Source: an optimization exercise on an open RTL-to-GDS flow (aim: small area, a short achievable clock period and few clock cycles per item). Production flows keep margins and buffers that such runs may drop.
At most, simulation tests tie the RTL to the original design; equivalence was not proved.
No activity file was given, so power comes from the tool's default toggle rates.

==> run a: inputs <==
==> flow/design.v <==
`timescale 1ns / 1ps
module axi_stream_insert_header#(
    parameter DATA_WD = 32,
    parameter DATA_BYTE_WD = DATA_WD / 8,
    parameter BYTE_CNT_WD = $clog2(DATA_BYTE_WD)
    )(
    input                       clk,
    input                       rst_n,
    input                       valid_in,
    input [DATA_WD-1 : 0]       data_in,
    input [DATA_BYTE_WD-1 : 0]  keep_in,
    input                       last_in,
    output                      ready_in,
    output                      valid_out,
    output [DATA_WD-1 : 0]      data_out,
    output [DATA_BYTE_WD-1 : 0] keep_out,
    output                      last_out,
    input                       ready_out,
    input                       valid_insert,
    input [DATA_WD-1 : 0]       header_insert,
    input [DATA_BYTE_WD-1 : 0]  keep_insert,
    input [BYTE_CNT_WD : 0]     byte_insert_cnt,
    output                      ready_insert
);
localparam NB = DATA_BYTE_WD;
localparam BW = BYTE_CNT_WD;
reg                 in_hdr;
reg                 in_data;
reg                 in_tail;
reg [NB-1:0]        hsel;
reg [NB-2:0]        kfix;
reg [DATA_WD-9:0]   carry;   
wire hdr_full = keep_insert[NB-1];
wire k2 = keep_in[2];
wire k1 = keep_in[1];
wire k0 = keep_in[0];
wire fits = hsel[0] | (hsel[1] & ~k0) | (hsel[2] & ~k1) | (hsel[3] & ~k2);
reg [DATA_WD-1:0] window;
integer k;
always @(*) begin
    window = {DATA_WD{in_hdr}} & header_insert;
    for (k = 0; k < NB; k = k + 1)
        window = window | ({DATA_WD{hsel[k]}} & ({carry, data_in} >> (8 * k)));
end
wire db = in_data & ~last_in;    
assign data_out  = window;
assign last_out  = in_tail | (last_in & fits);
assign keep_out  = {1'b1,
                    kfix[2] | db | (in_data & k2),
                    kfix[1] | db | (in_data & k1) | (in_data & hsel[1] & k2),
                    kfix[0] | db | (in_data & k0) | (in_data & hsel[1] & k1) |
                                                    (in_data & hsel[2] & k2)};
assign valid_out    = in_tail | (in_data & valid_in) | (in_hdr & valid_insert & hdr_full);
assign ready_in     = in_data & ready_out;
assign ready_insert = (in_hdr & ~hdr_full) | (in_hdr & ready_out) |
                      (~hdr_full & ready_out & in_tail) |
                      (~hdr_full & ready_out & valid_in & last_in & fits);
wire take_in  = ready_in & valid_in;
wire take_hdr = ready_insert & valid_insert;
wire end_pkt  = take_in & last_in & fits;
wire to_tail  = take_in & last_in & ~fits;
wire          n_data = take_hdr | (in_data & ~end_pkt & ~to_tail);
wire          n_tail = to_tail | (in_tail & ~ready_out);
wire          n_hdr  = ~n_data & ~n_tail;
wire [NB-1:0] n_hsel = take_hdr ? ({{(NB-1){1'b0}}, 1'b1} << byte_insert_cnt[BW-1:0]) :
                       n_hdr    ? {NB{1'b0}} : hsel;
wire [1:0]    tkeep  = {(hsel[3] & k1) | (hsel[2] & k0), hsel[3] & k0};
wire [NB-2:0] n_kfix = {n_hdr | (n_tail & (to_tail ? tkeep[1] : kfix[2])) |
                            (n_data & ~n_hsel[0]),
                        n_hdr | (n_tail & (to_tail ? tkeep[0] : kfix[1])) |
                            (n_data & (n_hsel[2] | n_hsel[3])),
                        n_hdr | (n_data & n_hsel[3])};
always @(posedge clk or negedge rst_n) begin
    if (!rst_n) begin
        in_hdr  <= 1'b1;
        in_data <= 1'b0;
        in_tail <= 1'b0;
        hsel    <= {NB{1'b0}};
        kfix    <= {(NB-1){1'b1}};
    end else begin
        in_hdr  <= n_hdr;
        in_data <= n_data;
        in_tail <= n_tail;
        hsel    <= n_hsel;
        kfix    <= n_kfix;
    end
end
wire hold = ~take_hdr & ~take_in;
always @(posedge clk)
    carry <= ({(DATA_WD-8){take_hdr}} & header_insert[DATA_WD-9:0]) |
             ({(DATA_WD-8){~take_hdr & take_in}} & data_in[DATA_WD-9:0]) |
             ({(DATA_WD-8){hold}} & carry);
endmodule
==> flow/flow/run.sh <==
#!/bin/bash
# Standard layout, with each port buffered by a small buffer instead of
# the delay cell that buffer_ports picks by default.
set -euo pipefail
export BUFFER_PORTS_ARGS="-buffer_cell sky130_fd_sc_hd__buf_1"
bash standard.sh > standard.log 2>&1
==> flow/standard.sh <==
#!/bin/bash
# synth_recipe.tcl (not shown) runs the flow's synth.tcl, then flattens the netlist and writes it again
# the make line also repeats each setting of config.mk as NAME=value (left out here)
make -C /OpenROAD-flow-scripts/flow DESIGN_CONFIG=/design/flow/config.mk WORK_HOME=/design/flow/orfs CLKGATE_MAP_FILE= SYNTH_SCRIPT=/design/flow/synth_recipe.tcl "${@:-finish}"
==> flow/config.mk <==
export PLATFORM = sky130hd
export DESIGN_NAME = axi_stream_insert_header
export DESIGN_NICKNAME = axi_stream_insert_header
export VERILOG_FILES = /design/flow/design.v
export SDC_FILE = /design/flow/constraint.sdc
export NUM_CORES = 4
export LEC_CHECK = 0
export CAP_MARGIN = 20
export CORE_MARGIN = 2
export CORE_UTILIZATION = 40
export PLACE_DENSITY = 0.6
export SLEW_MARGIN = 20
==> flow/constraint.sdc <==
create_clock -name core_clock -period 4.5 [get_ports {clk}]
set_input_delay 0.9000 -clock core_clock [delete_from_list [all_inputs] [get_ports {clk}]]
set_output_delay 0.9000 -clock core_clock [all_outputs]
set_load 0.01 [all_outputs]
==> run b: changes against run a <==
==> flow/design.v (replaced) <==
`timescale 1ns / 1ps
module axi_stream_insert_header#(
    parameter DATA_WD = 32,
    parameter DATA_BYTE_WD = DATA_WD / 8,
    parameter BYTE_CNT_WD = $clog2(DATA_BYTE_WD)
    )(
    input                       clk,
    input                       rst_n,
    input                       valid_in,
    input [DATA_WD-1 : 0]       data_in,
    input [DATA_BYTE_WD-1 : 0]  keep_in,
    input                       last_in,
    output                      ready_in,
    output                      valid_out,
    output [DATA_WD-1 : 0]      data_out,
    output [DATA_BYTE_WD-1 : 0] keep_out,
    output                      last_out,
    input                       ready_out,
    input                       valid_insert,
    input [DATA_WD-1 : 0]       header_insert,
    input [DATA_BYTE_WD-1 : 0]  keep_insert,
    input [BYTE_CNT_WD : 0]     byte_insert_cnt,
    output                      ready_insert
);
localparam NB = DATA_BYTE_WD;
localparam BW = BYTE_CNT_WD;
localparam S_HDR  = 2'd0;    
localparam S_DATA = 2'd1;    
localparam S_TAIL = 2'd2;    
reg [1:0]           state;
reg [BW-1:0]        hcnt;    
reg [1:0]           tkeep;   
reg [DATA_WD-9:0]   carry;   
wire in_hdr  = (state == S_HDR);
wire in_data = (state == S_DATA);
wire in_tail = (state == S_TAIL);
wire hdr_full = keep_insert[NB-1];
wire h1 = (hcnt == 2'd1);
wire h2 = (hcnt == 2'd2);
wire h3 = (hcnt == 2'd3);
wire k2 = keep_in[2];
wire k1 = keep_in[1];
wire k0 = keep_in[0];
wire ovf = (h1 & k0) | (h2 & k1) | (h3 & k2);
wire [NB-2:0] lkeep = {h1 | h2 | h3 | k2,
                       h2 | h3 | (h1 & k2) | k1,
                       h3 | (h2 & k2) | (h1 & k1) | k0};
wire [1:0] nkeep = {(h3 & k1) | (h2 & k0), h3 & k0};
wire [2*DATA_WD-9:0] joined = {carry, data_in} << (8 * (NB - 1 - hcnt));
wire [DATA_WD-1:0]   window = joined[2*DATA_WD-9 -: DATA_WD];
wire last_beat = in_data & last_in & ~ovf;      
wire end_pkt   = last_beat & valid_in;
assign valid_out    = in_tail | (in_data & valid_in) | (in_hdr & valid_insert & hdr_full);
assign ready_in     = in_data & ready_out;
assign ready_insert = in_hdr ? (~hdr_full | ready_out)
                             : (~hdr_full & ready_out & (in_tail | end_pkt));
assign data_out = in_hdr ? header_insert : window;
assign last_out = in_tail | last_beat;
assign keep_out = in_tail   ? {1'b1, tkeep, 1'b0} :
                  last_beat ? {1'b1, lkeep} : {NB{1'b1}};
wire take_in  = ready_in & valid_in;
wire take_hdr = ready_insert & valid_insert;
always @(posedge clk or negedge rst_n) begin
    if (!rst_n) begin
        state <= S_HDR;
    end else begin
        case (state)
        S_HDR:
            if (take_hdr)
                state <= S_DATA;
        S_DATA:
            if (take_in && last_in)
                state <= ovf ? S_TAIL : take_hdr ? S_DATA : S_HDR;
        S_TAIL:
            if (ready_out)
                state <= take_hdr ? S_DATA : S_HDR;
        default:
            state <= S_HDR;
        endcase
    end
end
always @(posedge clk) begin
    if (take_hdr) begin
        carry <= header_insert[DATA_WD-9:0];
        hcnt  <= byte_insert_cnt[BW-1:0];
    end else if (take_in) begin
        carry <= data_in[DATA_WD-9:0];
        tkeep <= nkeep;
    end
end
endmodule
SETUP_SLACK_MARGIN = 2.4   (was default)
==> run c: changes against run a <==
==> flow/design.v (replaced) <==
`timescale 1ns / 1ps
module axi_stream_insert_header#(
    parameter DATA_WD = 32,
    parameter DATA_BYTE_WD = DATA_WD / 8,
    parameter BYTE_CNT_WD = $clog2(DATA_BYTE_WD)
    )(
    input                       clk,
    input                       rst_n,
    input                       valid_in,
    input [DATA_WD-1 : 0]       data_in,
    input [DATA_BYTE_WD-1 : 0]  keep_in,
    input                       last_in,
    output                      ready_in,
    output                      valid_out,
    output [DATA_WD-1 : 0]      data_out,
    output [DATA_BYTE_WD-1 : 0] keep_out,
    output                      last_out,
    input                       ready_out,
    input                       valid_insert,
    input [DATA_WD-1 : 0]       header_insert,
    input [DATA_BYTE_WD-1 : 0]  keep_insert,
    input [BYTE_CNT_WD : 0]     byte_insert_cnt,
    output                      ready_insert
);
localparam NB = DATA_BYTE_WD;
localparam BW = BYTE_CNT_WD;
localparam S_HDR  = 2'd0;    
localparam S_DATA = 2'd1;    
localparam S_TAIL = 2'd2;    
reg [1:0]           state;
reg [BW-1:0]        hcnt;    
reg [1:0]           tkeep;   
reg [DATA_WD-9:0]   carry;   
wire in_hdr  = (state == S_HDR);
wire in_data = (state == S_DATA);
wire in_tail = (state == S_TAIL);
wire hdr_full = keep_insert[NB-1];
wire h1 = (hcnt == 2'd1);
wire h2 = (hcnt == 2'd2);
wire h3 = (hcnt == 2'd3);
wire k2 = keep_in[2];
wire k1 = keep_in[1];
wire k0 = keep_in[0];
wire ovf = (h1 & k0) | (h2 & k1) | (h3 & k2);
wire [NB-2:0] lkeep = {h1 | h2 | h3 | k2,
                       h2 | h3 | (h1 & k2) | k1,
                       h3 | (h2 & k2) | (h1 & k1) | k0};
wire [1:0] nkeep = {(h3 & k1) | (h2 & k0), h3 & k0};
wire [2*DATA_WD-9:0] joined = {carry, data_in} << (8 * (NB - 1 - hcnt));
wire [DATA_WD-1:0]   window = joined[2*DATA_WD-9 -: DATA_WD];
wire last_beat = in_data & last_in & ~ovf;      
wire end_pkt   = last_beat & valid_in;
assign valid_out    = in_tail | (in_data & valid_in) | (in_hdr & valid_insert & hdr_full);
assign ready_in     = in_data & ready_out;
assign ready_insert = in_hdr ? (~hdr_full | ready_out)
                             : (~hdr_full & ready_out & (in_tail | end_pkt));
assign data_out = in_hdr ? header_insert : window;
assign last_out = in_tail | last_beat;
assign keep_out = in_tail   ? {1'b1, tkeep, 1'b0} :
                  last_beat ? {1'b1, lkeep} : {NB{1'b1}};
wire take_in  = ready_in & valid_in;
wire take_hdr = ready_insert & valid_insert;
always @(posedge clk or negedge rst_n) begin
    if (!rst_n) begin
        state <= S_HDR;
    end else begin
        case (state)
        S_HDR:
            if (take_hdr)
                state <= S_DATA;
        S_DATA:
            if (take_in && last_in)
                state <= ovf ? S_TAIL : take_hdr ? S_DATA : S_HDR;
        S_TAIL:
            if (ready_out)
                state <= take_hdr ? S_DATA : S_HDR;
        default:
            state <= S_HDR;
        endcase
    end
end
always @(posedge clk) begin
    if (take_hdr) begin
        carry <= header_insert[DATA_WD-9:0];
        hcnt  <= byte_insert_cnt[BW-1:0];
    end else if (take_in) begin
        carry <= data_in[DATA_WD-9:0];
        tkeep <= nkeep;
    end
end
endmodule
==> flow/run.sh (new file) <==
#!/bin/bash
# synth_recipe.tcl (not shown) runs the flow's synth.tcl, then flattens the netlist and writes it again
# the make line also repeats each setting of config.mk as NAME=value (left out here)
make -C /OpenROAD-flow-scripts/flow DESIGN_CONFIG=/design/flow/config.mk WORK_HOME=/design/flow/orfs CLKGATE_MAP_FILE= SYNTH_SCRIPT=/design/flow/synth_recipe.tcl finish
removed: flow/flow/run.sh
removed: flow/standard.sh
==> run d: changes against run a <==
==> flow/flow/run.sh (replaced) <==
#!/bin/bash
# Standard layout, with each port buffered by a small buffer instead of
# the delay cell that buffer_ports picks by default, and a clock tree
# without dummy loads.
set -euo pipefail
export BUFFER_PORTS_ARGS="-buffer_cell sky130_fd_sc_hd__buf_1"
export CTS_ARGS="-sink_clustering_enable -repair_clock_nets -dont_use_dummy_load"
bash standard.sh > standard.log 2>&1
ABC_AREA = 1   (was default)
SETUP_SLACK_MARGIN = 1.9   (was default)
==> qor summary <==
                                                                             run a           run c           run b           run d
Number of multi-input logic gates                                              225             209             214             351
Reg-to-Reg Start                                                            in_hdr         hcnt[1]         hcnt[1]         hsel[1]
Run status                                                          finished clean  finished clean  finished clean  finished clean
Leakage                                                                   1.236 nW        1.563 nW        1.896 nW        1.480 nW
Floorplan die width                                                       81.52 um        87.24 um        87.24 um        84.57 um
Gate power share                                                             0.507           0.592           0.664           0.548
Post-placement cell count                                                      460             446             442             597
Area of all placed cells without fillers                            0.002928 sq mm  0.004039 sq mm  0.004557 sq mm  0.003147 sq mm
Register-to-register setup slack                                           1.88 ns         1.95 ns         1.91 ns         2.22 ns
Met3 wire len                                                               602 um          434 um          433 um          951 um
Reg-to-reg endpoint                                                       carry[3]        carry[9]       carry[15]       carry[23]
Global-route usage over all layers                                          0.2183          0.1970          0.2290          0.2359
Worst Setup Slack post-DPL                                                1.583 ns       0.7910 ns        1.313 ns        1.785 ns
Clock network power                                                       0.240 mW        0.271 mW        0.229 mW        0.208 mW
Die Footprint                                                       0.006645 sq mm  0.007610 sq mm  0.007610 sq mm  0.007151 sq mm
Power Dens Cells                                                     600.9 mW/mm^2   415.2 mW/mm^2   423.4 mW/mm^2   593.6 mW/mm^2
Transition time at the pin with the least slew margin                    0.7108 ns               -               -       0.7187 ns
Largest incremental delay on the critical path                             0.46 ns         0.49 ns         0.52 ns         0.23 ns
Share of the synthesized area in the top cell type                          0.1999          0.3034          0.3034          0.3629
Post-route worst setup slack                                              1.571 ns       0.7685 ns        1.730 ns        1.944 ns
Number of iterations in the first detailed-routing pass                          7               6               4               5
Register area                                                          735.7 sq um     890.9 sq um     893.4 sq um     747.0 sq um
Headroom to the max-slew limit                                              0.5261               -               -          0.5198
Fraction of area in non-clock buffers                                       0.1615          0.2993          0.2858          0.1579
Clock slew seen by the registers of the worst setup and hold paths         0.08 ns         0.07 ns         0.06 ns         0.07 ns
Count of non-filler cells in the finished layout                               468             454             499             606
Testbench counts of run a, summed over its fixed seeds: cycles 8,282, bytes 30,700.
Testbench counts of run d, summed over its fixed seeds: cycles 8,282, bytes 30,700.
Function not checked in run b and run c: the RTL went through the layout flow alone.

## re-timing with driven ports
The flow's constraints put no driver on any port. The routed layouts listed below were extracted and timed again, unchanged, in two steps. Step 1, drivers: a clkbuf_16 drives clk and a buf_2 each remaining input, both assumed. Step 2 moves the port delays by t, midway between the first and last clock arrival at a register: inputs arrive t later, outputs are due t later. That takes back most of the time a late clock gives input paths. Three values: ideal ports, drivers, drivers and shift; two values: the first two.
run | t, ns | setup WS [ns] | worst setup path at the end | latest minus earliest clock arrival (ns) | slew at the worst register clock pin (ns)
run a | 0.311 | 1.571 / 1.543 / 1.543 | input to output | 0.009 / 0.008 | 0.08 / 0.08
run b | 0.308 | 1.730 / 1.703 / 1.591 | input to register | 0.003 / 0.003 | 0.07 / 0.07
run c | 0.311 | 0.769 / 0.746 / 0.746 | input to output | 0.011 / 0.011 | 0.07 / 0.07
run d | 0.311 | 1.944 / 1.923 / 1.851 | input to register | 0.006 / 0.007 | 0.07 / 0.07
After both steps every run listed still meets setup and hold. The setup slack of run b, which loses most, moves by -0.027 ns with the drivers and by -0.139 ns with both steps.
